Background: an optimization exercise with open tools, aiming at a short achievable clock period and few clock cycles. Do not read the settings as production practice.
For this run, only the layout was checked, not whether the RTL still works.

<file path="config.mk">
export PLATFORM = sky130hd
export DESIGN_NAME = w450
export DESIGN_NICKNAME = w450
export VERILOG_FILES = /design/flow/design.v
export SDC_FILE = /design/flow/constraint.sdc
export NUM_CORES = 4
export LEC_CHECK = 0
export ABC_CLOCK_PERIOD_IN_PS = 1500
export CAP_MARGIN = 20
export CORE_MARGIN = 2
export CORE_UTILIZATION = 40
export PLACE_DENSITY = 0.6
export SETUP_SLACK_MARGIN = 2.5
export SLEW_MARGIN = 20
</file>
<file path="constraint.sdc">
create_clock -name core_clock -period 4.5 [get_ports {clk}]
set_input_delay 0.9000 -clock core_clock [delete_from_list [all_inputs] [get_ports {clk}]]
set_output_delay 0.9000 -clock core_clock [all_outputs]
set_load 0.01 [all_outputs]
</file>
<file path="design.v">
module w450(mem_wr_data, mem_wr_addr, mem_wr_en, mem_rd_data1, mem_rd_addr1,
	mem_rd_data2, mem_rd_addr2, reset, clk);
	output [7:0] mem_wr_data;
	output [7:0] mem_wr_addr;
	output mem_wr_en;
	input [7:0] mem_rd_data1;
	output [7:0] mem_rd_addr1;
	input [7:0] mem_rd_data2;
	output [7:0] mem_rd_addr2;
	input reset;
	input clk;
	reg [7:0] pc, pc1, pc2;    
	reg [7:0] a1;              
	reg       s2;              
	reg [7:0] nb;              
	reg       v;
	reg [7:0] r0, r1, r2, r3;
	reg       wen;
	reg [7:0] waddr, wdata;
	localparam BI = 4;
	localparam BN = 1 << BI;
	reg [BN-1:0] bt_v;
	reg [7-BI:0] bt_tag [0:BN-1];
	reg [7:0]    bt_op  [0:BN-1];
	reg          fill;         
	reg [7:0]    bpc;          
	wire [BI-1:0] bidx = pc[BI-1:0];
	wire bhit = bt_v[bidx] & (bt_tag[bidx] == pc[7:BI]);
	assign mem_wr_en = wen;
	assign mem_wr_addr = waddr;
	assign mem_wr_data = wdata;
	assign mem_rd_addr1 = a1;
	assign mem_rd_addr2 = s2 ? pc2 : r0;
	wire [2:0] op = nb[7:5];
	wire [1:0] fa = nb[4:3];
	wire [1:0] fb = nb[2:1];
	wire       d  = nb[0];
	wire immop = op[0] | (op[2] & op[1]);
	wire isbr  = op[2] & op[1];
	wire fb0   = (fb == 2'd0);
	reg [7:0] ra, rb;
	always @* begin
		case (fa)
			2'd0: ra = r0; 2'd1: ra = r1; 2'd2: ra = r2; default: ra = r3;
		endcase
		case (fb)
			2'd0: rb = r0; 2'd1: rb = r1; 2'd2: rb = r2; default: rb = r3;
		endcase
	end
	wire [7:0] imm = mem_rd_data1;
	wire [7:0] lop = immop ? mem_rd_data1 : wen ? wdata : mem_rd_data2;
	wire isadd = (op[2:1] == 2'b00);
	wire issub = (op[2:1] == 2'b01);
	wire lsub  = issub & ~immop & ~d;      
	wire linv  = issub & (immop | d);      
	wire [7:0] k = isadd ? ra : issub ? ~ra : 8'h00;
	wire [7:0] ls = lop + k + {7'b0, lsub};
	wire [7:0] lres = linv ? ~ls : ls;
	wire [7:0] ex = d ? ra : rb;
	wire [7:0] ey = d ? rb : ra;
	wire [7:0] eres = isadd ? ex + ey : issub ? ex - ey : ey;
	wire uselate = immop | (fb0 & ~(op[2] & ~d));
	wire [7:0] res = uselate ? lres : eres;
	wire taken = isbr & (op[0] ? (ra < rb) : (ra == rb));
	wire memwr = ~immop & ~d & fb0;
	wire rwe   = ~isbr & ~memwr;
	wire [1:0] rdst = (immop | d) ? fa : fb;
	reg [7:0] nb_n;
	reg       v_n;
	always @* begin
		if (!v) begin
			nb_n = mem_rd_data1; v_n = 1'b1;
		end else if (taken) begin
			nb_n = bt_op[bidx]; v_n = bhit;
		end else if (immop) begin
			nb_n = mem_rd_data2; v_n = 1'b1;
		end else begin
			nb_n = mem_rd_data1; v_n = 1'b1;
		end
	end
	wire immop_n = nb_n[5] | (nb_n[7] & nb_n[6]);
	always @(posedge clk or posedge reset) begin
		if (reset) begin
			pc <= 8'h00; pc1 <= 8'h01; pc2 <= 8'h02;
			a1 <= 8'h00;
			s2 <= 1'b1;
			v <= 1'b0;
			wen <= 1'b0;
			nb <= 8'h00;
			fill <= 1'b0;
			bt_v <= {BN{1'b0}};
		end else begin
			nb <= nb_n;
			v <= v_n;
			s2 <= ~v_n | immop_n;
			if (!v) begin
				pc1 <= pc + 8'd1;
				pc2 <= pc + 8'd2;
				a1 <= pc + 8'd1;
				wen <= 1'b0;
				fill <= 1'b0;
				if (fill) bt_v[bpc[BI-1:0]] <= 1'b1;
			end else begin
				wen <= memwr;
				if (taken) begin
					pc <= pc2 + imm;
					pc1 <= pc + 8'd3 + imm;
					pc2 <= pc + 8'd4 + imm;
					a1 <= bhit ? pc + 8'd3 + imm : pc2 + imm;
					fill <= ~bhit;
				end else if (immop) begin
					pc <= pc2;
					pc1 <= pc + 8'd3;
					pc2 <= pc + 8'd4;
					a1 <= pc + 8'd3;
				end else begin
					pc <= pc1;
					pc1 <= pc2;
					pc2 <= pc + 8'd3;
					a1 <= pc2;
				end
			end
		end
	end
	always @(posedge clk) begin
		if (v & taken) bpc <= pc;
		if (!v & fill) begin
			bt_tag[bpc[BI-1:0]] <= bpc[7:BI];
			bt_op[bpc[BI-1:0]] <= mem_rd_data1;
		end
		if (v & memwr) begin
			waddr <= r0;
			wdata <= res;
		end
		if (v & rwe) begin
			case (rdst)
				2'd0: r0 <= res;
				2'd1: r1 <= res;
				2'd2: r2 <= res;
				default: r3 <= res;
			endcase
		end
	end
endmodule
</file>
<file path="run.sh">
#!/bin/bash
# synth_recipe.tcl (not shown) runs the flow's synth.tcl, then flattens the netlist and writes it again
# the make line also repeats each setting of config.mk as NAME=value (left out here)
make -C /OpenROAD-flow-scripts/flow DESIGN_CONFIG=/design/flow/config.mk WORK_HOME=/design/flow/orfs CLKGATE_MAP_FILE= SYNTH_SCRIPT=/design/flow/synth_recipe.tcl finish
</file>
==> impl_metrics.yaml <==
synthesis:
  synth.avg_cell_area_um2: 13.74
  ys_types: 60
  mappedNetlistArea_um2: 15600
  ys_top_cells_by_area: "edfxtp_1 48%, mux4_2 10%, dfrtp_1 9.1%"
  yosysMostFrequentCell: "edfxtp_1"
  post_synth_edffs: 248
  synth_cells: 1135
  yosys_most_used_dff: "edfxtp_1"
  synth.top_cells.by_count: "248 x edfxtp_1, 87 x nand2_1, 74 x nor2_1, 69 x mux4_2"
  synth-seq-area-share_pct: 57.39
  synth.largest_area_cell: "edfxtp_1"
  post-synth-top-area-fraction_pct: 47.74
  postSynthNetCount: 1219
  synth-seq-cells: 308
  ys_warn_count: 1
  async_sr_flop_fraction_pct: 19.48
clocking:
  clock_insertion_delay_worst_skew_ps: 540
  cts_sinks: 308
  clockBufferDepth: 3
  cts_tree: "yes"
  cts_buffers: 35
  clkTransAtPathRegs_ps: 60
  cts-root-buf: "clkbuf_16"
  h-tree-depth: 2
global_routing:
  grt_first_pass_wirelength_um: 64980
  grt_usage_pct: 21.14
  grt_antenna_before_repair: 0
  grt-ovfl-total: 0
  grt_max_degree: 62
  via_count_of_the_first_global_routing_pass: 10440
timing:
  tightestPinTransition_ps: 951.1
  grt_setup_unrepaired: "yes"
  setup_violations: 0
  relSlewSlack_pct: 36.46
  skew_ps: 32.31
  setup_total_negative_slack_ps: 0
  clock_period_minus_final_worst_setup_slack_ps: 3214
  drv_slew: 0
  clock.fmax_mhz: 311.1
  post_route_clock_period_utilization_pct: 71.43
  hold_viol: 0
setup_path:
  setup.worst_path.end_class: "flip-flop"
  worst-endpoint-required_ps: 4850
  critical_path.reg2reg.startpoint: "nb[3]"
  path_max_fanout: 6
  timing_worst_setup_path_type: "reg2reg"
  r2r.worst_path.cells: 12
  r2r_setup_slack_ps: 1290
  worst_setup_path_start_kind: "flip-flop"
  arrival_ps: 3560
  critical_r2r_capture: "wdata[7]"
placed_design:
  hpwl_detailed_um: 26940
  globalplace.congestion: 0.8275
  io_buffer_count: 50
cells_and_area:
  final_core_utilization_pct: 51.21
  antenna_cells: 0
  finalNetCount: 1387
  post_route_cells_drive_above_1_share_pct: 34.09
  filler_cell_count: 3277
  areaGrowthSynthToFinish_pct: 26.58
detailed_routing:
  postRouteAntennaNets: 0
  first_pass_iters: 5
  detail_route.drc_violations: 0
  vias: 10360
  detailed_route_wire_length_per_cell_um: 22.95
  route.final.wire_length_um: 42400
  detail_route.vias_per_cell: 5.611
  detailedRoute.firstIterationViolations: 915
die:
  initial_core_utilization_pct: 40.46
  design.die.area_um2: 40590
  dieWidth_um: 201.5
  die_h_um: 201.5
  io_pins: 51
  fp-row-count: 72
  core_region_area_um2: 38560
outcome:
  run_status: "no timing/DRC/antenna violations"
hold_path:
  hold_path.startpoint: "bt_v[5]"
  hold-path-endpoint: "bt_v[5]"
  holdPathStages: 1
  hold_path.class: "reg2reg"
job:
  drv_cap: 0
## per-layer routing
| layer | part of all wire, % | routed length [µm] | track usage [%] | vias to the layer above |
|---|---|---|---|---|
| li1 | - | - | - | 4648 |
| met1 | 44 | 18490 | 29.47 | 5260 |
| met2 | 48 | 20330 | 34.03 | 373 |
| met3 | 5.8 | 2454 | 3.547 | 83 |
| met4 | 2.6 | 1121 | 6.539 | 0 |
| met5 | 0 | 0 | 0 | - |
## cell type report
| type | instances | area (µm²) | area share [%] |
|---|---|---|---|
| clock inverter | 23 | 231.5 | 1.172 |
| sequential | 308 | 8981 | 45.49 |
| clock buffer | 40 | 894.6 | 4.531 |
| tap | 518 | 648.1 | 3.282 |
| multi-input combinational | 713 | 6995 | 35.43 |
| inverter | 55 | 236.5 | 1.198 |
| timing repair buffer | 190 | 1758 | 8.903 |
## critical path, stage by stage, from the launching register on
cell	delay, ps
dfrtp_4	490
mux4_2	580
mux2i_2	230
inv_2	70
ha_4	290
inv_4	50
o31ai_4	230
a21o_1	140
nand4_1	150
buf_4	200
a21o_1	150
a41o_1	250
o22ai_4	190
## sequential cells by signal (all words and copies together) (netlist names)
name and cells:
nb 8, bpc 8, bt_op 128, r2 8, pc 8, s2 1
wen 1, pc1 8, wdata 8, r0 8, r1 8, pc2 8
waddr 8, fill 1, r3 8, a1 8, v 1, bt_v 16
bt_tag 64
## cell usage in the layout (no fill, tap or decap), types with 7 or more instances in the layout
cell type | synthesis | final
a21o_1 | 14 | 14
a21oi_1 | 47 | 31
a21oi_2 | 0 | 10
a22o_1 | 11 | 11
buf_12 | 2 | 11
buf_2 | 7 | 22
buf_4 | 2 | 93
buf_6 | 2 | 38
clkbuf_16 | 0 | 35
clkdlybuf4s50_1 | 0 | 15
clkinv_1 | 3 | 9
clkinv_2 | 0 | 8
dfrtp_1 | 57 | 46
edfxtp_1 | 248 | 248
ha_1 | 59 | 44
ha_4 | 0 | 11
inv_1 | 50 | 38
inv_2 | 2 | 8
mux2_4 | 0 | 7
mux2i_1 | 32 | 26
mux4_1 | 9 | 9
mux4_2 | 69 | 69
nand2_1 | 87 | 78
nand2_2 | 0 | 7
nand3_1 | 23 | 21
nand4_1 | 9 | 9
nor2_1 | 74 | 63
nor2b_1 | 10 | 8
nor3_1 | 18 | 12
o211ai_1 | 19 | 19
o21ai_0 | 49 | 17
o21ai_1 | 11 | 27
o21ai_2 | 0 | 13
o21bai_1 | 16 | 16
xnor2_1 | 59 | 55
xor2_1 | 10 | 9
## cell families (layout without fill, tap and decap cells)
kind of cell,Yosys count,count (layout),synth area share [%]
AO/OA/AOI/OAI,205,205,8.318
XOR/XNOR,69,69,3.874
adder cells (fa/ha/maj),66,66,5.631
buffers and inverters,114,308,3.152
flip-flops,308,308,57.39
multiplexers,120,120,14.25
AND/OR/NAND/NOR,253,253,7.379
## worst max-delay path by stage
stage | endpoint | from | slack, ps
global route | r0[7] | nb[3] | 1200
floorplan | r0[7] | nb[3] | 1480
global placement | wdata[7] | mem_rd_data1[1] | 750
finish | wdata[7] | nb[3] | 1290
CTS | wdata[6] | nb[4] | 1260
detailed placement | pc[6] | mem_rd_data1[0] | 680
## through the flow
| step | std cells | hold slack, ps | setup WS [ps] | area (µm²) |
|---|---|---|---|---|
| after floorplan | 1135 | 422.6 | 1475 | 15990 |
| after global placement | 1681 | 434.3 | 750.5 | 17060 |
| after detailed placement | 1681 | 445.1 | 678.5 | 17060 |
| after CTS | 1822 | 456.8 | 1263 | 19340 |
| after global routing | 1847 | 473.1 | 1199 | 19750 |
| final | 1847 | 457.5 | 1286 | 19750 |
## timing repair
| action | 4_1_cts | 5_1_grt |
|---|---|---|
| setup endpoints to repair | 327 | 214 |
| cloned | 1 | 0 |
| gates resized for setup | 302 | 56 |
| setup buffers | 77 | 25 |
| pin swaps | 62 | 32 |
| hold buffers | 0 | 0 |

[afterwards: timing with drivers on the ports]
The flow's constraints put no driver on any port. The routed layout listed below was extracted and timed again, unchanged, in two steps. Step 1 sets driving cells, clkbuf_16 on the clock port and buf_2 on the other inputs (assumed; they add their load-dependent delay and slew). Step 2 times the ports against the registers' clock, not the clock port: input delays grow and output delays shrink by t, the midpoint of the rising clock arrivals with the driver on. Slacks: ideal / step 1 / step 2; pairs: ideal / step 1.
t (ns): 0.575
setup slack, ns: 1.286 / 1.286 / 0.878
worst setup path at the end: input to register
worst register clock-pin slew, ns: 0.06 / 0.06
After both steps setup and hold are still met in this run. The setup slack of this run moves by 0.000 ns with the drivers and by -0.408 ns with both steps.
